This design comes from an exercise in tuning for small area and a short achievable clock period on the open sky130 flow, not from production work. In this exercise RTL edits were held to simulation tests only and were not proved equivalent to the original. No activity file was given, so power comes from the tool's default toggle rates.

==> flow/design.v <==
module SCPU(clk, rst_n, in_valid, instruction, MEM_out, busy, out_valid, out0, out1, out2, out3, out4, out5, out6, out7, out8, out9, out10, out11, out12, out13, out14, out15, WEN, ADDR, MEM_in);
input clk, rst_n, in_valid;
input [18:0] instruction;
input [15:0] MEM_out;
output busy, out_valid, WEN;
output [12:0] ADDR;
output [15:0] MEM_in;
output reg [15:0] out0, out1, out2, out3, out4, out5, out6, out7, out8, out9, out10, out11, out12, out13, out14, out15;
assign busy = 1'b0;
wire [15:0] rdA, rdB;
wire [3:0] s0_n, s10_n, s11_n;
wire c4_n, c80_n, c81_n;
wire [4:0] ahp1_n;
scpu_s1 u_s1(.r({out15, out14, out13, out12, out11, out10, out9, out8, out7, out6, out5, out4, out3, out2, out1, out0}), .ins(instruction), .rda(rdA), .rdb(rdB), .s0(s0_n), .c4(c4_n), .s10(s10_n), .c80(c80_n), .s11(s11_n), .c81(c81_n), .ahp1(ahp1_n));
reg v1, wen_r;
reg [2:0] op1;
reg [11:0] f1;
reg [15:0] A, B;
reg [3:0] s0_r, s10_r, s11_r;
reg c4_r, c80_r, c81_r;
reg [4:0] ahp1_r;
always @(posedge clk or negedge rst_n)
  if (!rst_n) begin v1 <= 1'b0; wen_r <= 1'b1; end
  else begin v1 <= in_valid; wen_r <= ~(in_valid & (instruction[18:16] == 3'd5)); end
always @(posedge clk) begin
  op1 <= instruction[18:16];
  f1 <= instruction[11:0];
  A <= rdA;
  B <= rdB;
  s0_r <= s0_n; s10_r <= s10_n; s11_r <= s11_n;
  c4_r <= c4_n; c80_r <= c80_n; c81_r <= c81_n;
  ahp1_r <= ahp1_n;
end
assign WEN = wen_r;
wire c8 = c80_r | (c4_r & c81_r);
assign ADDR = {c8 ? ahp1_r : A[12:8], c4_r ? s11_r : s10_r, s0_r};
assign MEM_in = B;
wire [86:0] mrow;
wire [15:0] r1_n;
wire r2b_n;
scpu_s2 u_s2(.a(A), .b(B), .op(op1), .f(f1[7:0]), .m(mrow), .r1(r1_n), .r2b(r2b_n));
reg v2, we1, we2, ld2, mul2, ov, r2b_r;
reg [3:0] d1, d2;
reg [15:0] r1_r;
reg q0_0, q0_1, q1_0, q2_0, q2_1, q2_2, q3_0, q3_1, q4_0, q4_1, q4_2, q5_0, q5_1, q5_2, q6_0, q6_1, q6_2, q7_0, q7_1, q7_2, q8_0, q8_1, q8_2, q9_0, q9_1, q9_2, q10_0, q10_1, q10_2, q11_0, q11_1, q11_2, q12_0, q12_1, q12_2, q13_0, q13_1, q13_2, q14_0, q14_1, q14_2, q15_0, q15_1, q15_2, q16_0, q16_1, q16_2, q17_0, q17_1, q17_2, q18_0, q18_1, q18_2, q19_0, q19_1, q19_2, q20_0, q20_1, q20_2, q21_0, q21_1, q21_2, q22_0, q22_1, q22_2, q23_0, q23_1, q23_2, q24_0, q24_1, q24_2, q25_0, q25_1, q25_2, q26_0, q26_1, q26_2, q27_0, q27_1, q27_2, q28_0, q28_1, q28_2, q29_0, q29_1, q30_0, q31_0;
always @(posedge clk or negedge rst_n)
  if (!rst_n) begin v2 <= 1'b0; we1 <= 1'b0; we2 <= 1'b0; end
  else begin
    v2 <= v1;
    we1 <= v1 & (op1 != 3'd5);
    we2 <= v1 & ((op1 == 3'd1) | (op1 == 3'd2) | (op1 == 3'd7));
  end
always @(posedge clk) begin
  ld2 <= (op1 == 3'd6);
  mul2 <= (op1 == 3'd1);
  d1 <= ((op1 == 3'd3) | (op1 == 3'd4) | (op1 == 3'd6)) ? f1[11:8] : f1[7:4];
  d2 <= f1[3:0];
  r1_r <= r1_n;
  r2b_r <= r2b_n;
  q0_0 <= mrow[0];
  q0_1 <= mrow[1];
  q1_0 <= mrow[2];
  q2_0 <= mrow[3];
  q2_1 <= mrow[4];
  q2_2 <= mrow[5];
  q3_0 <= mrow[6];
  q3_1 <= mrow[7];
  q4_0 <= mrow[8];
  q4_1 <= mrow[9];
  q4_2 <= mrow[10];
  q5_0 <= mrow[11];
  q5_1 <= mrow[12];
  q5_2 <= mrow[13];
  q6_0 <= mrow[14];
  q6_1 <= mrow[15];
  q6_2 <= mrow[16];
  q7_0 <= mrow[17];
  q7_1 <= mrow[18];
  q7_2 <= mrow[19];
  q8_0 <= mrow[20];
  q8_1 <= mrow[21];
  q8_2 <= mrow[22];
  q9_0 <= mrow[23];
  q9_1 <= mrow[24];
  q9_2 <= mrow[25];
  q10_0 <= mrow[26];
  q10_1 <= mrow[27];
  q10_2 <= mrow[28];
  q11_0 <= mrow[29];
  q11_1 <= mrow[30];
  q11_2 <= mrow[31];
  q12_0 <= mrow[32];
  q12_1 <= mrow[33];
  q12_2 <= mrow[34];
  q13_0 <= mrow[35];
  q13_1 <= mrow[36];
  q13_2 <= mrow[37];
  q14_0 <= mrow[38];
  q14_1 <= mrow[39];
  q14_2 <= mrow[40];
  q15_0 <= mrow[41];
  q15_1 <= mrow[42];
  q15_2 <= mrow[43];
  q16_0 <= mrow[44];
  q16_1 <= mrow[45];
  q16_2 <= mrow[46];
  q17_0 <= mrow[47];
  q17_1 <= mrow[48];
  q17_2 <= mrow[49];
  q18_0 <= mrow[50];
  q18_1 <= mrow[51];
  q18_2 <= mrow[52];
  q19_0 <= mrow[53];
  q19_1 <= mrow[54];
  q19_2 <= mrow[55];
  q20_0 <= mrow[56];
  q20_1 <= mrow[57];
  q20_2 <= mrow[58];
  q21_0 <= mrow[59];
  q21_1 <= mrow[60];
  q21_2 <= mrow[61];
  q22_0 <= mrow[62];
  q22_1 <= mrow[63];
  q22_2 <= mrow[64];
  q23_0 <= mrow[65];
  q23_1 <= mrow[66];
  q23_2 <= mrow[67];
  q24_0 <= mrow[68];
  q24_1 <= mrow[69];
  q24_2 <= mrow[70];
  q25_0 <= mrow[71];
  q25_1 <= mrow[72];
  q25_2 <= mrow[73];
  q26_0 <= mrow[74];
  q26_1 <= mrow[75];
  q26_2 <= mrow[76];
  q27_0 <= mrow[77];
  q27_1 <= mrow[78];
  q27_2 <= mrow[79];
  q28_0 <= mrow[80];
  q28_1 <= mrow[81];
  q28_2 <= mrow[82];
  q29_0 <= mrow[83];
  q29_1 <= mrow[84];
  q30_0 <= mrow[85];
  q31_0 <= mrow[86];
end
wire [255:0] nrf;
scpu_s3 u_s3(.q({q31_0, q30_0, q29_1, q29_0, q28_2, q28_1, q28_0, q27_2, q27_1, q27_0, q26_2, q26_1, q26_0, q25_2, q25_1, q25_0, q24_2, q24_1, q24_0, q23_2, q23_1, q23_0, q22_2, q22_1, q22_0, q21_2, q21_1, q21_0, q20_2, q20_1, q20_0, q19_2, q19_1, q19_0, q18_2, q18_1, q18_0, q17_2, q17_1, q17_0, q16_2, q16_1, q16_0, q15_2, q15_1, q15_0, q14_2, q14_1, q14_0, q13_2, q13_1, q13_0, q12_2, q12_1, q12_0, q11_2, q11_1, q11_0, q10_2, q10_1, q10_0, q9_2, q9_1, q9_0, q8_2, q8_1, q8_0, q7_2, q7_1, q7_0, q6_2, q6_1, q6_0, q5_2, q5_1, q5_0, q4_2, q4_1, q4_0, q3_1, q3_0, q2_2, q2_1, q2_0, q1_0, q0_1, q0_0}), .r1(r1_r), .r2b(r2b_r), .mul(mul2), .ld(ld2), .we1(we1), .we2(we2), .d1(d1), .d2(d2), .mo(MEM_out), .r({out15, out14, out13, out12, out11, out10, out9, out8, out7, out6, out5, out4, out3, out2, out1, out0}), .nr(nrf));
assign out_valid = ov;
always @(posedge clk or negedge rst_n)
  if (!rst_n) begin
    ov <= 1'b0;
    out0 <= 16'd0;
    out1 <= 16'd0;
    out2 <= 16'd0;
    out3 <= 16'd0;
    out4 <= 16'd0;
    out5 <= 16'd0;
    out6 <= 16'd0;
    out7 <= 16'd0;
    out8 <= 16'd0;
    out9 <= 16'd0;
    out10 <= 16'd0;
    out11 <= 16'd0;
    out12 <= 16'd0;
    out13 <= 16'd0;
    out14 <= 16'd0;
    out15 <= 16'd0;
  end else begin
    ov <= v2;
    out0 <= nrf[15:0];
    out1 <= nrf[31:16];
    out2 <= nrf[47:32];
    out3 <= nrf[63:48];
    out4 <= nrf[79:64];
    out5 <= nrf[95:80];
    out6 <= nrf[111:96];
    out7 <= nrf[127:112];
    out8 <= nrf[143:128];
    out9 <= nrf[159:144];
    out10 <= nrf[175:160];
    out11 <= nrf[191:176];
    out12 <= nrf[207:192];
    out13 <= nrf[223:208];
    out14 <= nrf[239:224];
    out15 <= nrf[255:240];
  end
endmodule
module scpu_s1(r, ins, rda, rdb, s0, c4, s10, c80, s11, c81, ahp1);
input [255:0] r;
input [18:0] ins;
output [15:0] rda, rdb;
output [3:0] s0, s10, s11;
output c4, c80, c81;
output [4:0] ahp1;
wire [15:0] sa = 16'd1 << ins[15:12];
wire [15:0] sb = 16'd1 << ins[11:8];
reg [15:0] ta, tb;
integer i;
always @(*) begin
  ta = 16'd0; tb = 16'd0;
  for (i = 0; i < 16; i = i + 1) begin
    ta = ta | (r[16*i +: 16] & {16{sa[i]}});
    tb = tb | (r[16*i +: 16] & {16{sb[i]}});
  end
end
assign rda = ta;
assign rdb = tb;
wire [7:0] ag = ta[7:0] & ins[7:0];
wire [7:0] at = ta[7:0] | ins[7:0];
wire [7:0] ap = ta[7:0] ^ ins[7:0];
assign s0 = ap[3:0] ^ {(ag[0] & at[1] & at[2]) | (ag[1] & at[2]) | (ag[2]), (ag[0] & at[1]) | (ag[1]), (ag[0]), 1'b0};
assign c4 = (ag[0] & at[1] & at[2] & at[3]) | (ag[1] & at[2] & at[3]) | (ag[2] & at[3]) | (ag[3]);
assign s10 = ap[7:4] ^ {(ag[4] & at[5] & at[6]) | (ag[5] & at[6]) | (ag[6]), (ag[4] & at[5]) | (ag[5]), (ag[4]), 1'b0};
assign c80 = (ag[4] & at[5] & at[6] & at[7]) | (ag[5] & at[6] & at[7]) | (ag[6] & at[7]) | (ag[7]);
assign s11 = ap[7:4] ^ {(at[4] & at[5] & at[6]) | (ag[4] & at[5] & at[6]) | (ag[5] & at[6]) | (ag[6]), (at[4] & at[5]) | (ag[4] & at[5]) | (ag[5]), (at[4]) | (ag[4]), (1'b1)};
assign c81 = (at[4] & at[5] & at[6] & at[7]) | (ag[4] & at[5] & at[6] & at[7]) | (ag[5] & at[6] & at[7]) | (ag[6] & at[7]) | (ag[7]);
assign ahp1 = ta[12:8] + 5'd1;
endmodule
module scpu_s2(a, b, op, f, m, r1, r2b);
input [15:0] a, b;
input [2:0] op;
input [7:0] f;
output [86:0] m;
output [15:0] r1;
output r2b;
wire [16:0] bx = {b, 1'b0};
wire [16:0] ax = {a[15], a};
wire [7:0] one, two, ng, nsx;
assign one[0] = bx[1] ^ bx[0];
assign two[0] = (bx[2] & ~bx[1] & ~bx[0]) | (~bx[2] & bx[1] & bx[0]);
assign ng[0] = bx[2];
assign one[1] = bx[3] ^ bx[2];
assign two[1] = (bx[4] & ~bx[3] & ~bx[2]) | (~bx[4] & bx[3] & bx[2]);
assign ng[1] = bx[4];
assign one[2] = bx[5] ^ bx[4];
assign two[2] = (bx[6] & ~bx[5] & ~bx[4]) | (~bx[6] & bx[5] & bx[4]);
assign ng[2] = bx[6];
assign one[3] = bx[7] ^ bx[6];
assign two[3] = (bx[8] & ~bx[7] & ~bx[6]) | (~bx[8] & bx[7] & bx[6]);
assign ng[3] = bx[8];
assign one[4] = bx[9] ^ bx[8];
assign two[4] = (bx[10] & ~bx[9] & ~bx[8]) | (~bx[10] & bx[9] & bx[8]);
assign ng[4] = bx[10];
assign one[5] = bx[11] ^ bx[10];
assign two[5] = (bx[12] & ~bx[11] & ~bx[10]) | (~bx[12] & bx[11] & bx[10]);
assign ng[5] = bx[12];
assign one[6] = bx[13] ^ bx[12];
assign two[6] = (bx[14] & ~bx[13] & ~bx[12]) | (~bx[14] & bx[13] & bx[12]);
assign ng[6] = bx[14];
assign one[7] = bx[15] ^ bx[14];
assign two[7] = (bx[16] & ~bx[15] & ~bx[14]) | (~bx[16] & bx[15] & bx[14]);
assign ng[7] = bx[16];
wire [16:0] pp0 = (({17{one[0]}} & ax) | ({17{two[0]}} & {ax[15:0], 1'b0})) ^ {17{ng[0]}};
assign nsx[0] = ~pp0[16];
wire [16:0] pp1 = (({17{one[1]}} & ax) | ({17{two[1]}} & {ax[15:0], 1'b0})) ^ {17{ng[1]}};
assign nsx[1] = ~pp1[16];
wire [16:0] pp2 = (({17{one[2]}} & ax) | ({17{two[2]}} & {ax[15:0], 1'b0})) ^ {17{ng[2]}};
assign nsx[2] = ~pp2[16];
wire [16:0] pp3 = (({17{one[3]}} & ax) | ({17{two[3]}} & {ax[15:0], 1'b0})) ^ {17{ng[3]}};
assign nsx[3] = ~pp3[16];
wire [16:0] pp4 = (({17{one[4]}} & ax) | ({17{two[4]}} & {ax[15:0], 1'b0})) ^ {17{ng[4]}};
assign nsx[4] = ~pp4[16];
wire [16:0] pp5 = (({17{one[5]}} & ax) | ({17{two[5]}} & {ax[15:0], 1'b0})) ^ {17{ng[5]}};
assign nsx[5] = ~pp5[16];
wire [16:0] pp6 = (({17{one[6]}} & ax) | ({17{two[6]}} & {ax[15:0], 1'b0})) ^ {17{ng[6]}};
assign nsx[6] = ~pp6[16];
wire [16:0] pp7 = (({17{one[7]}} & ax) | ({17{two[7]}} & {ax[15:0], 1'b0})) ^ {17{ng[7]}};
assign nsx[7] = ~pp7[16];
wire mhs0, mhc0, mhs1, mhc1, mfs0, mfc0, mhs2, mhc2, mfs1, mfc1, mhs3, mhc3, mfs2, mfc2, mfs3, mfc3, mhs4, mhc4, mfs4, mfc4, mfs5, mfc5, mhs5, mhc5, mfs6, mfc6, mfs7, mfc7, mhs6, mhc6, mfs8, mfc8, mfs9, mfc9, mhs7, mhc7, mfs10, mfc10, mfs11, mfc11, mhs8, mhc8, mfs12, mfc12, mfs13, mfc13, mfs14, mfc14, mhs9, mhc9, mhs10, mhc10, mhs11, mhc11, mfs15, mfc15, mhs12, mhc12, mfs16, mfc16, mhs13, mhc13, mfs17, mfc17, mfs18, mfc18, mfs19, mfc19, mfs20, mfc20, mfs21, mfc21, mfs22, mfc22, mfs23, mfc23, mfs24, mfc24, mfs25, mfc25, mfs26, mfc26, mfs27, mfc27, mfs28, mfc28, mfs29, mfc29, mfs30, mfc30, mfs31, mfc31, mfs32, mfc32, mfs33, mfc33, mfs34, mfc34, mfs35, mfc35, mfs36, mfc36, mfs37, mfc37, mfs38, mfc38, mfs39, mfc39, mfs40, mfc40, mfs41, mfc41, mfs42, mfc42, mfs43, mfc43, mhs14, mhc14, mfs44, mfc44, mhs15, mhc15, mhs16, mhc16, mhs17, mhc17, mfs45, mfc45, mfs46, mfc46, mfs47, mfc47, mfs48, mfc48, mfs49, mfc49, mfs50, mfc50, mfs51, mfc51, mfs52, mfc52, mfs53, mfc53, mfs54, mfc54, mfs55, mfc55, mfs56, mfc56, mfs57, mfc57, mfs58, mfc58, mfs59, mfc59, mfs60, mfc60, mfs61, mfc61, mfs62, mfc62, mfs63, mfc63, mfs64, mfc64, mfs65, mfc65, mhs18, mhc18;
assign mhs0 = pp0[10] ^ pp1[8];
assign mhc0 = pp0[10] & pp1[8];
assign mhs1 = pp0[11] ^ pp1[9];
assign mhc1 = pp0[11] & pp1[9];
assign mfs0 = pp0[12] ^ pp1[10] ^ pp2[8];
assign mfc0 = (pp0[12] & pp1[10]) | (pp0[12] & pp2[8]) | (pp1[10] & pp2[8]);
assign mhs2 = pp3[6] ^ pp4[4];
assign mhc2 = pp3[6] & pp4[4];
assign mfs1 = pp0[13] ^ pp1[11] ^ pp2[9];
assign mfc1 = (pp0[13] & pp1[11]) | (pp0[13] & pp2[9]) | (pp1[11] & pp2[9]);
assign mhs3 = pp3[7] ^ pp4[5];
assign mhc3 = pp3[7] & pp4[5];
assign mfs2 = pp0[14] ^ pp1[12] ^ pp2[10];
assign mfc2 = (pp0[14] & pp1[12]) | (pp0[14] & pp2[10]) | (pp1[12] & pp2[10]);
assign mfs3 = pp3[8] ^ pp4[6] ^ pp5[4];
assign mfc3 = (pp3[8] & pp4[6]) | (pp3[8] & pp5[4]) | (pp4[6] & pp5[4]);
assign mhs4 = pp6[2] ^ pp7[0];
assign mhc4 = pp6[2] & pp7[0];
assign mfs4 = pp0[15] ^ pp1[13] ^ pp2[11];
assign mfc4 = (pp0[15] & pp1[13]) | (pp0[15] & pp2[11]) | (pp1[13] & pp2[11]);
assign mfs5 = pp3[9] ^ pp4[7] ^ pp5[5];
assign mfc5 = (pp3[9] & pp4[7]) | (pp3[9] & pp5[5]) | (pp4[7] & pp5[5]);
assign mhs5 = pp6[3] ^ pp7[1];
assign mhc5 = pp6[3] & pp7[1];
assign mfs6 = pp0[16] ^ pp1[14] ^ pp2[12];
assign mfc6 = (pp0[16] & pp1[14]) | (pp0[16] & pp2[12]) | (pp1[14] & pp2[12]);
assign mfs7 = pp3[10] ^ pp4[8] ^ pp5[6];
assign mfc7 = (pp3[10] & pp4[8]) | (pp3[10] & pp5[6]) | (pp4[8] & pp5[6]);
assign mhs6 = pp6[4] ^ pp7[2];
assign mhc6 = pp6[4] & pp7[2];
assign mfs8 = pp0[16] ^ pp1[15] ^ pp2[13];
assign mfc8 = (pp0[16] & pp1[15]) | (pp0[16] & pp2[13]) | (pp1[15] & pp2[13]);
assign mfs9 = pp3[11] ^ pp4[9] ^ pp5[7];
assign mfc9 = (pp3[11] & pp4[9]) | (pp3[11] & pp5[7]) | (pp4[9] & pp5[7]);
assign mhs7 = pp6[5] ^ pp7[3];
assign mhc7 = pp6[5] & pp7[3];
assign mfs10 = nsx[0] ^ nsx[1] ^ pp2[14];
assign mfc10 = (nsx[0] & nsx[1]) | (nsx[0] & pp2[14]) | (nsx[1] & pp2[14]);
assign mfs11 = pp3[12] ^ pp4[10] ^ pp5[8];
assign mfc11 = (pp3[12] & pp4[10]) | (pp3[12] & pp5[8]) | (pp4[10] & pp5[8]);
assign mhs8 = pp6[6] ^ pp7[4];
assign mhc8 = pp6[6] & pp7[4];
assign mfs12 = 1'b1 ^ pp2[15] ^ pp3[13];
assign mfc12 = (1'b1 & pp2[15]) | (1'b1 & pp3[13]) | (pp2[15] & pp3[13]);
assign mfs13 = pp4[11] ^ pp5[9] ^ pp6[7];
assign mfc13 = (pp4[11] & pp5[9]) | (pp4[11] & pp6[7]) | (pp5[9] & pp6[7]);
assign mfs14 = nsx[2] ^ pp3[14] ^ pp4[12];
assign mfc14 = (nsx[2] & pp3[14]) | (nsx[2] & pp4[12]) | (pp3[14] & pp4[12]);
assign mhs9 = 1'b1 ^ pp3[15];
assign mhc9 = 1'b1 & pp3[15];
assign mhs10 = pp0[6] ^ pp1[4];
assign mhc10 = pp0[6] & pp1[4];
assign mhs11 = pp0[7] ^ pp1[5];
assign mhc11 = pp0[7] & pp1[5];
assign mfs15 = pp0[8] ^ pp1[6] ^ pp2[4];
assign mfc15 = (pp0[8] & pp1[6]) | (pp0[8] & pp2[4]) | (pp1[6] & pp2[4]);
assign mhs12 = pp3[2] ^ pp4[0];
assign mhc12 = pp3[2] & pp4[0];
assign mfs16 = pp0[9] ^ pp1[7] ^ pp2[5];
assign mfc16 = (pp0[9] & pp1[7]) | (pp0[9] & pp2[5]) | (pp1[7] & pp2[5]);
assign mhs13 = pp3[3] ^ pp4[1];
assign mhc13 = pp3[3] & pp4[1];
assign mfs17 = pp2[6] ^ pp3[4] ^ pp4[2];
assign mfc17 = (pp2[6] & pp3[4]) | (pp2[6] & pp4[2]) | (pp3[4] & pp4[2]);
assign mfs18 = pp5[0] ^ ng[5] ^ mhs0;
assign mfc18 = (pp5[0] & ng[5]) | (pp5[0] & mhs0) | (ng[5] & mhs0);
assign mfs19 = pp2[7] ^ pp3[5] ^ pp4[3];
assign mfc19 = (pp2[7] & pp3[5]) | (pp2[7] & pp4[3]) | (pp3[5] & pp4[3]);
assign mfs20 = pp5[1] ^ mhc0 ^ mhs1;
assign mfc20 = (pp5[1] & mhc0) | (pp5[1] & mhs1) | (mhc0 & mhs1);
assign mfs21 = pp5[2] ^ pp6[0] ^ ng[6];
assign mfc21 = (pp5[2] & pp6[0]) | (pp5[2] & ng[6]) | (pp6[0] & ng[6]);
assign mfs22 = mhc1 ^ mfs0 ^ mhs2;
assign mfc22 = (mhc1 & mfs0) | (mhc1 & mhs2) | (mfs0 & mhs2);
assign mfs23 = pp5[3] ^ pp6[1] ^ mfc0;
assign mfc23 = (pp5[3] & pp6[1]) | (pp5[3] & mfc0) | (pp6[1] & mfc0);
assign mfs24 = mhc2 ^ mfs1 ^ mhs3;
assign mfc24 = (mhc2 & mfs1) | (mhc2 & mhs3) | (mfs1 & mhs3);
assign mfs25 = ng[7] ^ mfc1 ^ mhc3;
assign mfc25 = (ng[7] & mfc1) | (ng[7] & mhc3) | (mfc1 & mhc3);
assign mfs26 = mfs2 ^ mfs3 ^ mhs4;
assign mfc26 = (mfs2 & mfs3) | (mfs2 & mhs4) | (mfs3 & mhs4);
assign mfs27 = mfc2 ^ mfc3 ^ mhc4;
assign mfc27 = (mfc2 & mfc3) | (mfc2 & mhc4) | (mfc3 & mhc4);
assign mfs28 = mfs4 ^ mfs5 ^ mhs5;
assign mfc28 = (mfs4 & mfs5) | (mfs4 & mhs5) | (mfs5 & mhs5);
assign mfs29 = mfc4 ^ mfc5 ^ mhc5;
assign mfc29 = (mfc4 & mfc5) | (mfc4 & mhc5) | (mfc5 & mhc5);
assign mfs30 = mfs6 ^ mfs7 ^ mhs6;
assign mfc30 = (mfs6 & mfs7) | (mfs6 & mhs6) | (mfs7 & mhs6);
assign mfs31 = mfc6 ^ mfc7 ^ mhc6;
assign mfc31 = (mfc6 & mfc7) | (mfc6 & mhc6) | (mfc7 & mhc6);
assign mfs32 = mfs8 ^ mfs9 ^ mhs7;
assign mfc32 = (mfs8 & mfs9) | (mfs8 & mhs7) | (mfs9 & mhs7);
assign mfs33 = mfc8 ^ mfc9 ^ mhc7;
assign mfc33 = (mfc8 & mfc9) | (mfc8 & mhc7) | (mfc9 & mhc7);
assign mfs34 = mfs10 ^ mfs11 ^ mhs8;
assign mfc34 = (mfs10 & mfs11) | (mfs10 & mhs8) | (mfs11 & mhs8);
assign mfs35 = pp7[5] ^ mfc10 ^ mfc11;
assign mfc35 = (pp7[5] & mfc10) | (pp7[5] & mfc11) | (mfc10 & mfc11);
assign mfs36 = mhc8 ^ mfs12 ^ mfs13;
assign mfc36 = (mhc8 & mfs12) | (mhc8 & mfs13) | (mfs12 & mfs13);
assign mfs37 = pp5[10] ^ pp6[8] ^ pp7[6];
assign mfc37 = (pp5[10] & pp6[8]) | (pp5[10] & pp7[6]) | (pp6[8] & pp7[6]);
assign mfs38 = mfc12 ^ mfc13 ^ mfs14;
assign mfc38 = (mfc12 & mfc13) | (mfc12 & mfs14) | (mfc13 & mfs14);
assign mfs39 = pp4[13] ^ pp5[11] ^ pp6[9];
assign mfc39 = (pp4[13] & pp5[11]) | (pp4[13] & pp6[9]) | (pp5[11] & pp6[9]);
assign mfs40 = pp7[7] ^ mfc14 ^ mhs9;
assign mfc40 = (pp7[7] & mfc14) | (pp7[7] & mhs9) | (mfc14 & mhs9);
assign mfs41 = nsx[3] ^ pp4[14] ^ pp5[12];
assign mfc41 = (nsx[3] & pp4[14]) | (nsx[3] & pp5[12]) | (pp4[14] & pp5[12]);
assign mfs42 = pp6[10] ^ pp7[8] ^ mhc9;
assign mfc42 = (pp6[10] & pp7[8]) | (pp6[10] & mhc9) | (pp7[8] & mhc9);
assign mfs43 = 1'b1 ^ pp4[15] ^ pp5[13];
assign mfc43 = (1'b1 & pp4[15]) | (1'b1 & pp5[13]) | (pp4[15] & pp5[13]);
assign mhs14 = pp6[11] ^ pp7[9];
assign mhc14 = pp6[11] & pp7[9];
assign mfs44 = nsx[4] ^ pp5[14] ^ pp6[12];
assign mfc44 = (nsx[4] & pp5[14]) | (nsx[4] & pp6[12]) | (pp5[14] & pp6[12]);
assign mhs15 = 1'b1 ^ pp5[15];
assign mhc15 = 1'b1 & pp5[15];
assign mhs16 = pp0[4] ^ pp1[2];
assign mhc16 = pp0[4] & pp1[2];
assign mhs17 = pp0[5] ^ pp1[3];
assign mhc17 = pp0[5] & pp1[3];
assign mfs45 = pp2[2] ^ pp3[0] ^ ng[3];
assign mfc45 = (pp2[2] & pp3[0]) | (pp2[2] & ng[3]) | (pp3[0] & ng[3]);
assign mfs46 = pp2[3] ^ pp3[1] ^ mhc10;
assign mfc46 = (pp2[3] & pp3[1]) | (pp2[3] & mhc10) | (pp3[1] & mhc10);
assign mfs47 = ng[4] ^ mhc11 ^ mfs15;
assign mfc47 = (ng[4] & mhc11) | (ng[4] & mfs15) | (mhc11 & mfs15);
assign mfs48 = mfc15 ^ mhc12 ^ mfs16;
assign mfc48 = (mfc15 & mhc12) | (mfc15 & mfs16) | (mhc12 & mfs16);
assign mfs49 = mfc16 ^ mhc13 ^ mfs17;
assign mfc49 = (mfc16 & mhc13) | (mfc16 & mfs17) | (mhc13 & mfs17);
assign mfs50 = mfc17 ^ mfc18 ^ mfs19;
assign mfc50 = (mfc17 & mfc18) | (mfc17 & mfs19) | (mfc18 & mfs19);
assign mfs51 = mfc19 ^ mfc20 ^ mfs21;
assign mfc51 = (mfc19 & mfc20) | (mfc19 & mfs21) | (mfc20 & mfs21);
assign mfs52 = mfc21 ^ mfc22 ^ mfs23;
assign mfc52 = (mfc21 & mfc22) | (mfc21 & mfs23) | (mfc22 & mfs23);
assign mfs53 = mfc23 ^ mfc24 ^ mfs25;
assign mfc53 = (mfc23 & mfc24) | (mfc23 & mfs25) | (mfc24 & mfs25);
assign mfs54 = mfc25 ^ mfc26 ^ mfs27;
assign mfc54 = (mfc25 & mfc26) | (mfc25 & mfs27) | (mfc26 & mfs27);
assign mfs55 = mfc27 ^ mfc28 ^ mfs29;
assign mfc55 = (mfc27 & mfc28) | (mfc27 & mfs29) | (mfc28 & mfs29);
assign mfs56 = mfc29 ^ mfc30 ^ mfs31;
assign mfc56 = (mfc29 & mfc30) | (mfc29 & mfs31) | (mfc30 & mfs31);
assign mfs57 = mfc31 ^ mfc32 ^ mfs33;
assign mfc57 = (mfc31 & mfc32) | (mfc31 & mfs33) | (mfc32 & mfs33);
assign mfs58 = mfc33 ^ mfc34 ^ mfs35;
assign mfc58 = (mfc33 & mfc34) | (mfc33 & mfs35) | (mfc34 & mfs35);
assign mfs59 = mfc35 ^ mfc36 ^ mfs37;
assign mfc59 = (mfc35 & mfc36) | (mfc35 & mfs37) | (mfc36 & mfs37);
assign mfs60 = mfc37 ^ mfc38 ^ mfs39;
assign mfc60 = (mfc37 & mfc38) | (mfc37 & mfs39) | (mfc38 & mfs39);
assign mfs61 = mfc39 ^ mfc40 ^ mfs41;
assign mfc61 = (mfc39 & mfc40) | (mfc39 & mfs41) | (mfc40 & mfs41);
assign mfs62 = mfc41 ^ mfc42 ^ mfs43;
assign mfc62 = (mfc41 & mfc42) | (mfc41 & mfs43) | (mfc42 & mfs43);
assign mfs63 = pp7[10] ^ mfc43 ^ mhc14;
assign mfc63 = (pp7[10] & mfc43) | (pp7[10] & mhc14) | (mfc43 & mhc14);
assign mfs64 = pp6[13] ^ pp7[11] ^ mfc44;
assign mfc64 = (pp6[13] & pp7[11]) | (pp6[13] & mfc44) | (pp7[11] & mfc44);
assign mfs65 = nsx[5] ^ pp6[14] ^ pp7[12];
assign mfc65 = (nsx[5] & pp6[14]) | (nsx[5] & pp7[12]) | (pp6[14] & pp7[12]);
assign mhs18 = 1'b1 ^ pp6[15];
assign mhc18 = 1'b1 & pp6[15];
assign m = {1'b1, nsx[7], pp7[15], 1'b1, mhc18, pp7[14], nsx[6], mhs18, mfc65, pp7[13], mfs65, mfc64, mhc15, mfs64, mfc63, mhs15, mfs63, mfc62, mfs44, mfs62, mfc61, mhs14, mfs61, mfc60, mfs42, mfs60, mfc59, mfs40, mfs59, mfc58, mfs38, mfs58, mfc57, mfs36, mfs57, mfc56, mfs34, mfs56, mfc55, mfs32, mfs55, mfc54, mfs30, mfs54, mfc53, mfs28, mfs53, mfc52, mfs26, mfs52, mfc51, mfs24, mfs51, mfc50, mfs22, mfs50, mfc49, mfs20, mfs49, mfc48, mfs18, mfs48, mfc47, mhs13, mfs47, mfc46, mhs12, mfs46, mfc45, mhs11, mfs45, mhc17, mhs10, mhs17, mhc16, pp2[1], mhs16, ng[2], pp2[0], pp1[1], pp0[3], ng[1], pp1[0], pp0[2], pp0[1], ng[0], pp0[0]};
wire [3:0] func = f[3:0];
wire sub = ((op == 3'd0) & (func == 4'd4)) | (op == 3'd4);
wire [15:0] y0 = (op == 3'd0) ? b : {{8{f[7]}}, f};
wire [15:0] sum = a + (y0 ^ {16{sub}}) + {15'd0, sub};
wire eq = (a == b);
wire signed [15:0] sa = a, sb = b;
wire lt = (sa < sb);
wire cmp = (op == 3'd2) ? eq : lt;
reg [15:0] t;
always @(*) begin
  t = 16'd0;
  case (op)
    3'd0: case (func)
            4'd0: t = a & b;
            4'd1: t = a | b;
            4'd2: t = a ^ b;
            4'd3, 4'd4: t = sum;
            default: t = 16'd0;
          endcase
    3'd3, 3'd4: t = sum;
    default: t = {15'd0, cmp};
  endcase
end
assign r1 = t;
assign r2b = ~cmp;
endmodule
module scpu_s3(q, r1, r2b, mul, ld, we1, we2, d1, d2, mo, r, nr);
input [86:0] q;
input [15:0] r1, mo;
input r2b, mul, ld, we1, we2;
input [3:0] d1, d2;
input [255:0] r;
output [255:0] nr;
wire q0_0 = q[0];
wire q0_1 = q[1];
wire q1_0 = q[2];
wire q2_0 = q[3];
wire q2_1 = q[4];
wire q2_2 = q[5];
wire q3_0 = q[6];
wire q3_1 = q[7];
wire q4_0 = q[8];
wire q4_1 = q[9];
wire q4_2 = q[10];
wire q5_0 = q[11];
wire q5_1 = q[12];
wire q5_2 = q[13];
wire q6_0 = q[14];
wire q6_1 = q[15];
wire q6_2 = q[16];
wire q7_0 = q[17];
wire q7_1 = q[18];
wire q7_2 = q[19];
wire q8_0 = q[20];
wire q8_1 = q[21];
wire q8_2 = q[22];
wire q9_0 = q[23];
wire q9_1 = q[24];
wire q9_2 = q[25];
wire q10_0 = q[26];
wire q10_1 = q[27];
wire q10_2 = q[28];
wire q11_0 = q[29];
wire q11_1 = q[30];
wire q11_2 = q[31];
wire q12_0 = q[32];
wire q12_1 = q[33];
wire q12_2 = q[34];
wire q13_0 = q[35];
wire q13_1 = q[36];
wire q13_2 = q[37];
wire q14_0 = q[38];
wire q14_1 = q[39];
wire q14_2 = q[40];
wire q15_0 = q[41];
wire q15_1 = q[42];
wire q15_2 = q[43];
wire q16_0 = q[44];
wire q16_1 = q[45];
wire q16_2 = q[46];
wire q17_0 = q[47];
wire q17_1 = q[48];
wire q17_2 = q[49];
wire q18_0 = q[50];
wire q18_1 = q[51];
wire q18_2 = q[52];
wire q19_0 = q[53];
wire q19_1 = q[54];
wire q19_2 = q[55];
wire q20_0 = q[56];
wire q20_1 = q[57];
wire q20_2 = q[58];
wire q21_0 = q[59];
wire q21_1 = q[60];
wire q21_2 = q[61];
wire q22_0 = q[62];
wire q22_1 = q[63];
wire q22_2 = q[64];
wire q23_0 = q[65];
wire q23_1 = q[66];
wire q23_2 = q[67];
wire q24_0 = q[68];
wire q24_1 = q[69];
wire q24_2 = q[70];
wire q25_0 = q[71];
wire q25_1 = q[72];
wire q25_2 = q[73];
wire q26_0 = q[74];
wire q26_1 = q[75];
wire q26_2 = q[76];
wire q27_0 = q[77];
wire q27_1 = q[78];
wire q27_2 = q[79];
wire q28_0 = q[80];
wire q28_1 = q[81];
wire q28_2 = q[82];
wire q29_0 = q[83];
wire q29_1 = q[84];
wire q30_0 = q[85];
wire q31_0 = q[86];
wire fhs0, fhc0, fhs1, fhc1, ffs0, ffc0, ffs1, ffc1, ffs2, ffc2, ffs3, ffc3, ffs4, ffc4, ffs5, ffc5, ffs6, ffc6, ffs7, ffc7, ffs8, ffc8, ffs9, ffc9, ffs10, ffc10, ffs11, ffc11, ffs12, ffc12, ffs13, ffc13, ffs14, ffc14, ffs15, ffc15, ffs16, ffc16, ffs17, ffc17, ffs18, ffc18, ffs19, ffc19, ffs20, ffc20, ffs21, ffc21, ffs22, ffc22, ffs23, ffc23, ffs24, ffc24, fhs2, fhc2;
assign fhs0 = q2_0 ^ q2_1;
assign fhc0 = q2_0 & q2_1;
assign fhs1 = q3_0 ^ q3_1;
assign fhc1 = q3_0 & q3_1;
assign ffs0 = q4_0 ^ q4_1 ^ q4_2;
assign ffc0 = (q4_0 & q4_1) | (q4_0 & q4_2) | (q4_1 & q4_2);
assign ffs1 = q5_0 ^ q5_1 ^ q5_2;
assign ffc1 = (q5_0 & q5_1) | (q5_0 & q5_2) | (q5_1 & q5_2);
assign ffs2 = q6_0 ^ q6_1 ^ q6_2;
assign ffc2 = (q6_0 & q6_1) | (q6_0 & q6_2) | (q6_1 & q6_2);
assign ffs3 = q7_0 ^ q7_1 ^ q7_2;
assign ffc3 = (q7_0 & q7_1) | (q7_0 & q7_2) | (q7_1 & q7_2);
assign ffs4 = q8_0 ^ q8_1 ^ q8_2;
assign ffc4 = (q8_0 & q8_1) | (q8_0 & q8_2) | (q8_1 & q8_2);
assign ffs5 = q9_0 ^ q9_1 ^ q9_2;
assign ffc5 = (q9_0 & q9_1) | (q9_0 & q9_2) | (q9_1 & q9_2);
assign ffs6 = q10_0 ^ q10_1 ^ q10_2;
assign ffc6 = (q10_0 & q10_1) | (q10_0 & q10_2) | (q10_1 & q10_2);
assign ffs7 = q11_0 ^ q11_1 ^ q11_2;
assign ffc7 = (q11_0 & q11_1) | (q11_0 & q11_2) | (q11_1 & q11_2);
assign ffs8 = q12_0 ^ q12_1 ^ q12_2;
assign ffc8 = (q12_0 & q12_1) | (q12_0 & q12_2) | (q12_1 & q12_2);
assign ffs9 = q13_0 ^ q13_1 ^ q13_2;
assign ffc9 = (q13_0 & q13_1) | (q13_0 & q13_2) | (q13_1 & q13_2);
assign ffs10 = q14_0 ^ q14_1 ^ q14_2;
assign ffc10 = (q14_0 & q14_1) | (q14_0 & q14_2) | (q14_1 & q14_2);
assign ffs11 = q15_0 ^ q15_1 ^ q15_2;
assign ffc11 = (q15_0 & q15_1) | (q15_0 & q15_2) | (q15_1 & q15_2);
assign ffs12 = q16_0 ^ q16_1 ^ q16_2;
assign ffc12 = (q16_0 & q16_1) | (q16_0 & q16_2) | (q16_1 & q16_2);
assign ffs13 = q17_0 ^ q17_1 ^ q17_2;
assign ffc13 = (q17_0 & q17_1) | (q17_0 & q17_2) | (q17_1 & q17_2);
assign ffs14 = q18_0 ^ q18_1 ^ q18_2;
assign ffc14 = (q18_0 & q18_1) | (q18_0 & q18_2) | (q18_1 & q18_2);
assign ffs15 = q19_0 ^ q19_1 ^ q19_2;
assign ffc15 = (q19_0 & q19_1) | (q19_0 & q19_2) | (q19_1 & q19_2);
assign ffs16 = q20_0 ^ q20_1 ^ q20_2;
assign ffc16 = (q20_0 & q20_1) | (q20_0 & q20_2) | (q20_1 & q20_2);
assign ffs17 = q21_0 ^ q21_1 ^ q21_2;
assign ffc17 = (q21_0 & q21_1) | (q21_0 & q21_2) | (q21_1 & q21_2);
assign ffs18 = q22_0 ^ q22_1 ^ q22_2;
assign ffc18 = (q22_0 & q22_1) | (q22_0 & q22_2) | (q22_1 & q22_2);
assign ffs19 = q23_0 ^ q23_1 ^ q23_2;
assign ffc19 = (q23_0 & q23_1) | (q23_0 & q23_2) | (q23_1 & q23_2);
assign ffs20 = q24_0 ^ q24_1 ^ q24_2;
assign ffc20 = (q24_0 & q24_1) | (q24_0 & q24_2) | (q24_1 & q24_2);
assign ffs21 = q25_0 ^ q25_1 ^ q25_2;
assign ffc21 = (q25_0 & q25_1) | (q25_0 & q25_2) | (q25_1 & q25_2);
assign ffs22 = q26_0 ^ q26_1 ^ q26_2;
assign ffc22 = (q26_0 & q26_1) | (q26_0 & q26_2) | (q26_1 & q26_2);
assign ffs23 = q27_0 ^ q27_1 ^ q27_2;
assign ffc23 = (q27_0 & q27_1) | (q27_0 & q27_2) | (q27_1 & q27_2);
assign ffs24 = q28_0 ^ q28_1 ^ q28_2;
assign ffc24 = (q28_0 & q28_1) | (q28_0 & q28_2) | (q28_1 & q28_2);
assign fhs2 = q29_0 ^ q29_1;
assign fhc2 = q29_0 & q29_1;
wire [31:0] fs = {q31_0, q30_0, ffc24, ffc23, ffc22, ffc21, ffc20, ffc19, ffc18, ffc17, ffc16, ffc15, ffc14, ffc13, ffc12, ffc11, ffc10, ffc9, ffc8, ffc7, ffc6, ffc5, ffc4, ffc3, ffc2, ffc1, ffc0, fhc1, fhc0, q2_2, q1_0, q0_0};
wire [31:0] fc = {1'b0, fhc2, fhs2, ffs24, ffs23, ffs22, ffs21, ffs20, ffs19, ffs18, ffs17, ffs16, ffs15, ffs14, ffs13, ffs12, ffs11, ffs10, ffs9, ffs8, ffs7, ffs6, ffs5, ffs4, ffs3, ffs2, ffs1, ffs0, fhs1, fhs0, 1'b0, q0_1};
wire [31:0] p = fs + fc;
wire [15:0] x1 = ld ? mo : r1;
wire [15:0] w1 = mul ? p[31:16] : x1;
wire [15:0] w2 = mul ? p[15:0] : {15'd0, r2b};
genvar g;
generate for (g = 0; g < 16; g = g + 1) begin : wb
  wire s2 = we2 && d2 == g;
  wire s1 = we1 && d1 == g && !s2;
  wire h = !(s1 | s2);
  genvar k;
  for (k = 0; k < 16; k = k + 1) begin : bt
    scpu_wbit u(.s2(s2), .w2(w2[k]), .s1(s1), .w1(w1[k]), .h(h), .q(r[16*g+k]), .d(nr[16*g+k]));
  end
end endgenerate
endmodule
module scpu_wbit(s2, w2, s1, w1, h, q, d);
input s2, w2, s1, w1, h, q;
output d;
assign d = (s2 & w2) | (s1 & w1) | (h & q);
endmodule
==> flow/flow/run.sh <==
#!/bin/bash
set -euo pipefail
bash standard.sh "BUFFER_PORTS_ARGS=-buffer_cell sky130_fd_sc_hd__buf_1" finish > standard.log 2>&1
==> flow/standard.sh <==
#!/bin/bash
# synth_recipe.tcl (not shown) runs the flow's synth.tcl, then flattens the netlist and writes it again
# the make line also repeats each setting of config.mk as NAME=value (left out here)
make -C /OpenROAD-flow-scripts/flow DESIGN_CONFIG=/design/flow/config.mk WORK_HOME=/design/flow/orfs CLKGATE_MAP_FILE= SYNTH_SCRIPT=/design/flow/synth_recipe.tcl "${@:-finish}"
==> flow/config.mk <==
export PLATFORM = sky130hd
export DESIGN_NAME = SCPU
export DESIGN_NICKNAME = SCPU
export VERILOG_FILES = /design/flow/design.v
export SDC_FILE = /design/flow/constraint.sdc
export NUM_CORES = 8
export LEC_CHECK = 0
export ABC_AREA = 1
export CAP_MARGIN = 20
export CORE_MARGIN = 2
export CORE_UTILIZATION = 40
export CTS_CLUSTER_DIAMETER = 100
export CTS_CLUSTER_SIZE = 25
export SETUP_SLACK_MARGIN = 5
export SLEW_MARGIN = 20
export SYNTH_HIERARCHICAL = 1
export SYNTH_MINIMUM_KEEP_SIZE = 0
==> flow/constraint.sdc <==
create_clock -name core_clock -period 8.0 [get_ports {clk}]
set_input_delay 1.6000 -clock core_clock [delete_from_list [all_inputs] [get_ports {clk}]]
set_output_delay 1.6000 -clock core_clock [all_outputs]
set_load 0.01 [all_outputs]
==> summary.txt, run 1 <==
outcome timing/DRC/antenna clean; worst reg-to-reg setup slack 5.02 ns; clock latency on the worst-skew pair 0.66 ns; cts-stage hold buffer count 0; antenna fix cells 0; synthesized area per cell 7.21 sq um; IO Count 326; Hold Path Cell Cnt 0; MaxCap Viol Count 0; Synth Warn # 9; Final Util 0.493; worst vdd ir 242 uV; layout cells sized above 1 0.157; Starting Density 0.403; r2r startpoint B[9]; Cells after Synth 4164; die area 0.0773 sq mm; initial antenna violation count 0; vias in the first global route 30400; number of port buffers 324; Setup TNS Final 0 ns; Rel. slew slack 0.169; CP Max Fanout 8; largest net degree at the start of global routing 157; asr flop ratio synth 0.591; commonest non-fill, non-tap cells in the layout nand2_1, nand3_1, inv_1, buf_1; Final setup viols 0; final instance area 0.0367 sq mm; Final period util 0.390; row cnt 100; Die W 278 microns; Clock Pin Slew Worst Setup and Hold Paths 0.10 ns; Peak Freq 320 MHz; Setup crit start kind flop; fin nets 4857; RR Endpoint q17_2; reg2reg path depth 11; clk sink count 443; Layout fillers 7359; Post-DP Area 0.0323 sq mm; GRT Overall Usage 0.377; hold crit path type flop to flop; HPWL Detailed 113 mm; Lkg Pwr 0.0171 uW; crit path time final 3.12 ns; antenna-violating nets left 0; Synth Register Bits 443; crit path capture type primary output; routed wire length 153 mm; Via density 5.89; Avg WL per Cell 27.4 microns; core area 0.0744 sq mm; Hold EP ov; 1st-iter DRT viols 3983; DR vias 32900; sequential area share after synthesis 0.339; Pwr per Cell Area 535 mW/mm^2; DRC 0; CTS root buffer clkbuf_16; final RePlAce weighted congestion 1.03; kind of critical path flop to primary output; remaining global-route overflow 0; crit path DAT 1.52 ns; min-delay src v2; drt pass-1 iters 6; Area Growth Syn to Fin 22.1%; CTS max path bufs 3; count of pins over their slew limit 0; Inserted Clock Buffers 27; number of enable flip-flop cells after synthesis 0; die height 278 microns; Final Hold Vio Count 0; first-pass GRT wire length 215 mm; required time worst endpoint 6.40 ns; Worst Tran Pin Value 1.25 ns; Cell Area, Synth 0.0300 sq mm; leading register cell type out of synthesis dfrtp_1; RSZ-0062 raised after global routing yes; most common cell after layout, fill and taps aside nand2_1; CTS tree done; clk_skew 0.0332 ns; H-tree depth 1; synth unique cells 56
==> per-module statistics from Yosys, one instance, submodules excluded <==
| module | cell area (sq um) | copies in the design | cells inside |
|---|---|---|---|
| scpu_s1 | 4550 | 1 | 930 |
| SCPU | 10500 | 1 | 505 |
| scpu_wbit | 16.3 | 256 | 4 |
| scpu_s2 | 7190 | 1 | 997 |
| scpu_s3 | 3660 | 1 | 708 |
==> power breakdown <==
group | internal (uW) | leakage [uW] | switching, uW
combinational | 4610 | 0.0119 | 8170
sequential | 3380 | 0.00481 | 1810
clock | 694 | 0.000439 | 944
total | 8680 | 0.0171 | 10900
==> metal layers <==
metal	global-route usage	share of wire	vias up
li1	-	-	14400
met1	0.492	0.38	15700
met5	0	0	-
met4	0.190	0.063	0
met3	0.0703	0.11	508
met2	0.599	0.44	2278
==> worst max path at each step <==
stage / start / to / slack [ns] / cells past startpoint
floorplan: instruction[12] / c81_r / 4.66 / 17
global placement: instruction[15] / s11_r[3] / 3.46 / 16
detailed placement: instruction[15] / s11_r[3] / 3.43 / 16
CTS: c4_r / ADDR[12] / 4.82 / 5
global route: instruction[14] / s0_r[3] / 4.84 / 15
finish: c4_r / ADDR[5] / 4.88 / 3
==> layout make-up <==
class                      count  area, sq um  share of cell area
clock buffer                  29          683              0.0186
clock inverter                17          240             0.00655
inverter                     403         1730              0.0471
multi-input combinational   3142        18700               0.510
sequential                   443        10300               0.281
tap                          969         1210              0.0331
timing repair buffer         576         3780               0.103
timing repair inverter         4         30.0            0.000819
==> stage by stage <==
stage	std cells	setup slack [ns]	hold WS [ns]	total power [uW]
floorplan	4165	4.66	0.331	13100
global placement	5355	3.46	0.333	15700
detailed placement	5355	3.43	0.336	15800
CTS	5495	4.82	0.359	18000
global route	5583	4.84	0.379	20900
finish	5583	4.88	0.356	19600
==> synthesized netlist by cell type, types with 14 or more instances <==
| library cell | n | share of area |
|---|---|---|
| nand2_1 | 1489 | 0.19 |
| o21ai_0 | 101 | 0.017 |
| o21ai_1 | 21 | 0.0035 |
| clkinv_1 | 18 | 0.0022 |
| a21oi_1 | 91 | 0.015 |
| nand4_1 | 89 | 0.019 |
| a211oi_1 | 14 | 0.0035 |
| fa_1 | 89 | 0.059 |
| o22ai_1 | 151 | 0.031 |
| buf_2 | 48 | 0.0080 |
| o2111ai_1 | 18 | 0.0052 |
| nor2_1 | 232 | 0.029 |
| inv_2 | 29 | 0.0036 |
| dfxtp_1 | 181 | 0.12 |
| clkbuf_1 | 34 | 0.0042 |
| nand2_2 | 24 | 0.0050 |
| buf_4 | 85 | 0.021 |
| dfrtp_1 | 261 | 0.22 |
| ha_1 | 133 | 0.055 |
| inv_1 | 356 | 0.044 |
| nor3_1 | 31 | 0.0052 |
| xor2_1 | 141 | 0.041 |
| nand3_1 | 390 | 0.065 |
==> kinds of logic (layout without fill, tap and decap cells) <==
logic type | count (synthesis) | count (layout) | share of synthesized area
muxes | 1 | 1 | 0.000333
adders and majority gates | 222 | 222 | 0.115
DFF | 443 | 443 | 0.339
other | 2 | 3 | 0.000250
xor gates and xnor gates | 154 | 154 | 0.0449
AOI/OAI and AO/OA | 459 | 460 | 0.0927
buffers and inverters | 583 | 1029 | 0.0860
and+or+nand+nor | 2300 | 2302 | 0.322
==> critical path: stages (launching register included) <==
cell and delay [ns]:
dfxtp_4 0.41, buf_4 0.15, o21ai_4 0.16, buf_2 0.16
==> repair_timing <==
item                                    CTS  global route
resized for setup                       245           284
buffers inserted                         85            82
endpoints found under the setup margin  360           351
pin swaps                                37            81
gates cloned                              9             6
==> run 2: changes to the inputs <==
--- a/flow/config.mk
+++ b/flow/config.mk
@@ -15,3 +15,4 @@
 export SLEW_MARGIN = 20
 export SYNTH_HIERARCHICAL = 1
 export SYNTH_MINIMUM_KEEP_SIZE = 0
+export TNS_END_PERCENT = 5
==> run 2 against run 1 <==
Worst hold slack better by 0.014 ns; critical path depth is 5 higher; routed wire length is 0.67% higher; first-iteration DRC count is 2.0% higher; total power is 5.4% lower; via count is 1.1% lower; critical path type is now primary input to flop; critical endpoint is now B[7]; largest cell class unchanged.
==> summary.txt, run 2 <==
RSZ-0062 raised after global routing yes; Cell Area, Synth 0.0300 sq mm (unchanged); Final Hold Vio Count 0 (unchanged); Worst Tran Pin Value 1.28 ns (+0.0369 ns); clk sink count 443 (unchanged); crit path time final 3.20 ns (+0.0739 ns); MaxCap Viol Count 0 (unchanged); asr flop ratio synth 0.591 (unchanged); DR vias 32500 (-1.1%); Pwr per Cell Area 529 mW/mm^2 (-1.0%); reg2reg path depth 5 (-6); Setup TNS Final 0 ns (unchanged); drt pass-1 iters 6 (unchanged); Post-Synth Simple-Gate Area 0.322 (unchanged); GRT Overall Usage 0.382 (+0.00446); Final period util 0.400 (+0.00924); xor/xnor share of the synthesized area 0.0449 (unchanged); kind of critical path primary input to flop; Avg WL per Cell 28.0 microns (+2.2%); IO Count 326 (unchanged); H-tree depth 1 (unchanged); Post-synth top cells nand2_1, nand3_1, inv_1; CTS tree done; Layout fillers 7509 (+2.0%); r2r startpoint ld2; outcome timing/DRC/antenna clean; worst vdd ir 228 uV (-5.7%); Inserted Clock Buffers 25 (-7.4%); routed wire length 154 mm (+0.67%); Rel. slew slack 0.142 (-0.0273); area leader, netlist dfrtp_1; layout cells sized above 1 0.105 (-0.0516); count leader, synth nand2_1; sequential area share after synthesis 0.339 (unchanged); Compound-Gate Fraction of Synth Area 0.0927 (unchanged); Synth Register Bits 443 (unchanged); min-delay src v2; Lkg Pwr 0.0165 uW (-3.3%); first-pass GRT wire length 216 mm (+0.65%); remaining global-route overflow 0 (unchanged); largest family of logic cells by synthesized area simple AND/OR/NAND/NOR gates; Synth Warn # 9 (unchanged); hold crit path type flop to flop; required time worst endpoint 8.43 ns (+2.03 ns); crit path capture type flop; CP Max Fanout 13 (+5); clock latency on the worst-skew pair 0.66 ns (about the same); mux cell area share after synthesis 0.000333 (unchanged); die area 0.0773 sq mm (unchanged); worst reg-to-reg setup slack 4.89 ns (-0.13 ns); DRC 0 (unchanged); core area 0.0744 sq mm (unchanged); cts-stage hold buffer count 0 (unchanged); largest net degree at the start of global routing 133 (-15%); HPWL Detailed 115 mm (+1.6%); Final setup viols 0 (unchanged); Area Growth Syn to Fin 16.6%; row cnt 100 (unchanged); final RePlAce weighted congestion 1.02 (-1.7%); antenna-violating nets left 0 (unchanged); number of enable flip-flop cells after synthesis 0 (unchanged); RR Endpoint out14[11]; Starting Density 0.403 (unchanged); Synth top area share 0.217 (unchanged); synthesized area per cell 7.21 sq um (unchanged); Cells after Synth 4164 (unchanged); crit path DAT 3.63 ns (+2.11 ns); commonest non-fill, non-tap cells in the layout nand2_1, nand3_1, inv_1, buf_1, dfrtp_1; leading register cell type out of synthesis dfrtp_1; Peak Freq 313 MHz (-2.3%); Die W 278 microns (unchanged); fin nets 4773 (-1.7%); 1st-iter DRT viols 4063 (+2.0%); Multi-input gate area 0.0181 sq mm (-2.9%); Reg area 0.0102 sq mm (-0.81%); Clock Pin Slew Worst Setup and Hold Paths 0.10 ns (about the same); die height 278 microns (unchanged); synth unique cells 56 (unchanged); most common cell after layout, fill and taps aside nand2_1; Power, Total 18500 uW (-5.4%); post-synthesis adder-cell area fraction 0.115 (unchanged); Hold EP ov; Setup crit start kind primary input; Via density 5.91 (+0.40%); CTS root buffer clkbuf_16; number of port buffers 324 (unchanged); ranking of synthesized cells by area dfrtp_1, nand2_1, dfxtp_1; count of pins over their slew limit 0 (unchanged); clk_skew 0.0616 ns (+0.0283 ns); CTS max path bufs 3 (unchanged); initial antenna violation count 4 (+4); vias in the first global route 30100 (-1.2%); Hold Path Cell Cnt 0 (unchanged)
[run 2: changes by cell type in the layout (fill, tap and decap cells not counted), sizes merged, moves of 3 or more]
cell      previous run  this run
buf                566       477
bufbuf               5         2
diode                0         4
nand2             1519      1522
inv                383       387
clkinvlp            17         8
clkbuf              34        43
[run 2: stage by stage]
step	area (sq um)	setup slack [ns]	hold slack (ns)	instances	utilization
after floorplan	30200	4.65	0.331	4165	-
after global placement	32300	3.51	0.347	5360	0.434
after detailed placement	32300	3.45	0.342	5360	0.434
after CTS	34400	4.77	0.373	5474	0.462
after global routing	35000	4.82	0.386	5498	0.470
final	35000	4.80	0.370	5502	0.471
[run 2: final cells by class]
class                   instances  area share
well taps                     969      0.0346
diodes                          4    0.000286
clock inverters                13     0.00511
clock buffers                  30      0.0196
inverters                     403      0.0474
repair buffers                492      0.0825
multi-input cells            3145       0.518
repair inverters                3    0.000750
flip-flops and latches        443       0.292
[run 2: worst max path at each step]
stage	start	depth (start not counted)	slack (ns)	to
floorplan	instruction[14]	18	4.65	s11_r[3]
global placement	instruction[15]	13	3.51	s0_r[3]
detailed placement	instruction[15]	16	3.45	s11_r[3]
CTS	q20_0	13	4.77	out11[11]
global route	c4_r	3	4.82	ADDR[7]
finish	instruction[8]	8	4.80	B[7]
[run 2: timing repair]
| action | CTS | global route |
|---|---|---|
| resized for setup | 185 | 94 |
| gates cloned | 7 | 7 |
| setup endpoints to repair | 360 | 373 |
| setup buffers | 64 | 17 |
| pin swaps | 34 | 14 |
[run 2: Yosys stat by module, one instance, submodules excluded]
module	cells inside	flip-flops and latches
SCPU	505	443
scpu_s2	997	0
scpu_s1	930	0
scpu_s3	708	0
scpu_wbit	4	0
[run 2: kinds of logic (layout without fill, tap and decap cells)]
| kind of cell | Yosys count | count (layout) |
|---|---|---|
| and+or+nand+nor | 2300 | 2305 |
| buffers and inverters | 583 | 941 |
| AOI/OAI and AO/OA | 459 | 460 |
| DFF | 443 | 443 |
| adders and majority gates | 222 | 222 |
| xor gates and xnor gates | 154 | 154 |
| other | 2 | 7 |
| muxes | 1 | 1 |
[run 2: per-layer routing]
| layer | vias to the layer above | part of all wire | wire [microns] | GRT usage |
|---|---|---|---|---|
| met4 | 6 | 0.059 | 9130 | 0.179 |
| met5 | - | 0.00025 | 38 | 0 |
| met3 | 495 | 0.11 | 16500 | 0.0729 |
| met2 | 2142 | 0.44 | 67800 | 0.598 |
| li1 | 14200 | - | - | - |
| met1 | 15700 | 0.39 | 60600 | 0.509 |
[run 2: report_power, final]
group | switching [uW] | internal [uW]
Combinational | 7880 | 3900
Sequential | 1820 | 3340
Clock | 889 | 706
Total | 10600 | 7950
[run 2: worst max-delay path, cell delays in order]
cell	delay (ns)
buf_1	0.23
nor2_1	0.16
nand3_1	0.32
inv_1	0.41
nand2_1	0.14
nand4_1	0.12
nor3_1	0.34
nand3_1	0.28
==> run 3: changes to the inputs <==
--- a/flow/config.mk
+++ b/flow/config.mk
@@ -8,11 +8,10 @@
 export ABC_AREA = 1
 export CAP_MARGIN = 20
 export CORE_MARGIN = 2
-export CORE_UTILIZATION = 40
+export CORE_UTILIZATION = 45
 export CTS_CLUSTER_DIAMETER = 100
 export CTS_CLUSTER_SIZE = 25
 export SETUP_SLACK_MARGIN = 5
 export SLEW_MARGIN = 20
 export SYNTH_HIERARCHICAL = 1
 export SYNTH_MINIMUM_KEEP_SIZE = 0
-export TNS_END_PERCENT = 5
==> run 3 against run 2 <==
Final cell count decreased by 1.1%; register-to-register slack improved by 0.12 ns; global-route usage increased by 4.6 points; clock skew decreased by 0.021 ns; largest cell class unchanged; highest routed layer unchanged.
==> summary.txt, run 3 <==
outcome timing/DRC/antenna clean; Final Hold Vio Count 0 (unchanged); Cells after Synth 4164 (unchanged); kind of critical path flop to primary output; Area Growth Syn to Fin 20.1%; Cell Area, Synth 0.0300 sq mm (unchanged); Worst Tran Pin Value 1.21 ns (-0.0732 ns); routed wire length 154 mm (about the same); sequential area share after synthesis 0.339 (unchanged); HPWL Detailed 115 mm (about the same); core area 0.0660 sq mm (-11%); remaining global-route overflow 0 (unchanged); Post-synth top cells nand2_1, nand3_1, inv_1; GRT Overall Usage 0.427 (+0.0456); Die W 262 microns (-5.6%); Rel. slew slack 0.191 (+0.0490); fin nets 4821 (+1.0%); initial antenna violation count 4 (unchanged); drt pass-1 iters 6 (unchanged); Starting Density 0.455 (+0.0518); Final Util 0.547 (+0.0761); required time worst endpoint 6.40 ns (-2.03 ns); RSZ-0062 raised after global routing yes; number of port buffers 324 (unchanged); Setup TNS Final 0 ns (unchanged); count leader, synth nand2_1; asr flop ratio synth 0.591 (unchanged); hold crit path type flop to flop; row cnt 94 (-6.0%); area leader, netlist dfrtp_1; antenna-violating nets left 0 (unchanged); r2r startpoint B[9]; die height 262 microns (-5.6%); synth unique cells 56 (unchanged); largest net degree at the start of global routing 147 (+11%); final RePlAce weighted congestion 1.02 (+0.11%); crit path launch c4_r; Final setup viols 0 (unchanged); worst vdd ir 374 uV (+64%); CTS root buffer clkbuf_16; min-delay src v2; first-pass GRT wire length 217 mm (about the same); most common cell after layout, fill and taps aside nand2_1; leading register cell type out of synthesis dfrtp_1; DR vias 32700 (+0.50%); Avg WL per Cell 28.3 microns (+1.2%); clk sink count 443 (unchanged); DRC 0 (unchanged); ranking of synthesized cells by area dfrtp_1, nand2_1, dfxtp_1; crit path DAT 1.56 ns (-2.07 ns); Inserted Clock Buffers 26 (+4.0%); Pwr per Cell Area 536 mW/mm^2 (+1.2%); MaxCap Viol Count 0 (unchanged); Setup crit start kind flop; IO Count 326 (unchanged); Synth Register Bits 443 (unchanged); Peak Freq 317 MHz (+1.3%); crit path capture type primary output; clk_skew 0.0404 ns (-0.0212 ns); commonest non-fill, non-tap cells in the layout nand2_1, nand3_1, inv_1, buf_1, dfrtp_1; count of pins over their slew limit 0 (unchanged); Non-Filler Instances 5443 (-1.1%); Via density 6.00 (+1.6%); number of enable flip-flop cells after synthesis 0 (unchanged); CTS tree done; 1st-iter DRT viols 4230 (+4.1%); clock latency on the worst-skew pair 0.65 ns (about the same); CTS max path bufs 3 (unchanged); cts-stage hold buffer count 0 (unchanged); Synth Warn # 9 (unchanged); Lkg Pwr 0.0168 uW (+1.7%); dpl cells 5244 (-2.2%); synthesized area per cell 7.21 sq um (unchanged); vias in the first global route 30400 (+1.0%); layout cells sized above 1 0.143 (+0.0378); Clock Pin Slew Worst Setup and Hold Paths 0.10 ns (about the same); Synth top area share 0.217 (unchanged); Layout fillers 6482 (-14%); Final period util 0.395 (-0.00497); H-tree depth 1 (unchanged); die area 0.0688 sq mm (-11%); crit path time final 3.16 ns (-0.0397 ns); CP Max Fanout 7 (-6)
## run 3: cell counts after synthesis
No cell type changed its count.
## run 3: cell families after synthesis
logic type | after synthesis | synth area share
compound gates | 459 | 0.0927
xor+xnor | 154 | 0.0449
fa+ha+maj | 222 | 0.115
buf+inv | 583 | 0.0860
flops | 443 | 0.339
mux | 1 | 0.000333
other cells | 2 | 0.000250
simple gates | 2300 | 0.322
## run 3: report_power, final
part | switching [uW] | internal (uW)
sequential | 1860 | 3380
clock | 913 | 659
combinational | 8060 | 4450
## run 3: per-module statistics from Yosys, one instance, submodules excluded
| module | copies in the design | cell area (sq um) |
|---|---|---|
| SCPU | 1 | 10500 |
| scpu_s2 | 1 | 7190 |
| scpu_s1 | 1 | 4550 |
| scpu_s3 | 1 | 3660 |
| scpu_wbit | 256 | 16.3 |
## run 3: area by class of cell
class	count	area [sq um]	area share
diodes	1	2.50	0.0000694
clock buffers	32	693	0.0192
clock inverters	13	171	0.00475
inverters	403	1700	0.0472
multi-input cells	3146	18600	0.515
flip-flops and latches	443	10300	0.286
well taps	864	1080	0.0300
repair buffers	540	3520	0.0975
repair inverters	1	11.3	0.000312
## run 3: repair_timing
| item | in CTS | in global routing |
|---|---|---|
| hold endpoints to repair | 0 | 0 |
| setup endpoints to repair | 356 | 333 |
| gates cloned | 8 | 9 |
| resized for setup | 249 | 204 |
| buffers inserted | 83 | 53 |
| pin swaps | 35 | 55 |
## run 3: worst max-delay path, cell delays in order, from the launching register on
cell	delay (ns)
dfxtp_4	0.39
buf_6	0.12
buf_6	0.11
o21ai_4	0.18
buf_6	0.13
## run 3: worst paths after layout
path / slack (ns) / end / cells past startpoint
max: 4.84 / ADDR[4] / 4
min: 0.37 / ov / 0
max reg2reg: 5.01 / q20_2 / 12
min reg2reg: 0.37 / ov / 0
max in group asynchronous: 5.33 / out13[0] / 3
min in group asynchronous: 0.89 / out1[7] / 1
## run 3: routing by layer
metal	up-vias	global-route usage	routed length, microns
li1	14300	-	-
met1	15700	0.549	58200
met2	2159	0.687	69600
met3	497	0.0764	15900
met4	4	0.228	10500
met5	-	0	14
## run 3: stage by stage
stage	cell area [sq um]	setup slack, ns	power [uW]	hold slack (ns)
5_1_grt	36100	4.81	20500	0.402
6_report	36100	4.84	19300	0.373
4_1_cts	34700	4.79	18000	0.374
3_3_place_gp	32100	3.45	15800	0.337
2_1_floorplan	30200	4.66	13100	0.331
3_5_place_dp	32100	3.39	15800	0.342

afterwards: timing with drivers on the ports:
How much do the figures lean on ideal ports? The routed layouts below were timed once more, with nothing changed but the port constraints. Step 1 assumes that a clkbuf_16 drives the clock port and a buf_2 every other input. Step 2, shift: input delay + t, output delay - t, t = (earliest + latest rising clock arrival at the registers) / 2. This alone moves slack from input paths to output paths. Slacks: no drivers / after step 1 / after step 2; pairs: no drivers / after step 1.
run | shift t [ns] | setup WS [ns] | worst setup path at the end | clock arrival spread, ns | slew at the worst register clock pin (ns)
run 1 | 0.709 | 4.876 / 4.805 / 4.253 | input to register | 0.036 / 0.036 | 0.11 / 0.11
run 2 | 0.701 | 4.802 / 4.776 / 4.135 | input to register | 0.062 / 0.062 | 0.11 / 0.11
run 3 | 0.703 | 4.842 / 4.770 / 4.171 | input to register | 0.041 / 0.040 | 0.11 / 0.11
After both steps setup and hold are still met in every run listed. For run 3, which loses most, drivers alone change the setup slack by -0.072 ns; drivers and shift together by -0.671 ns.
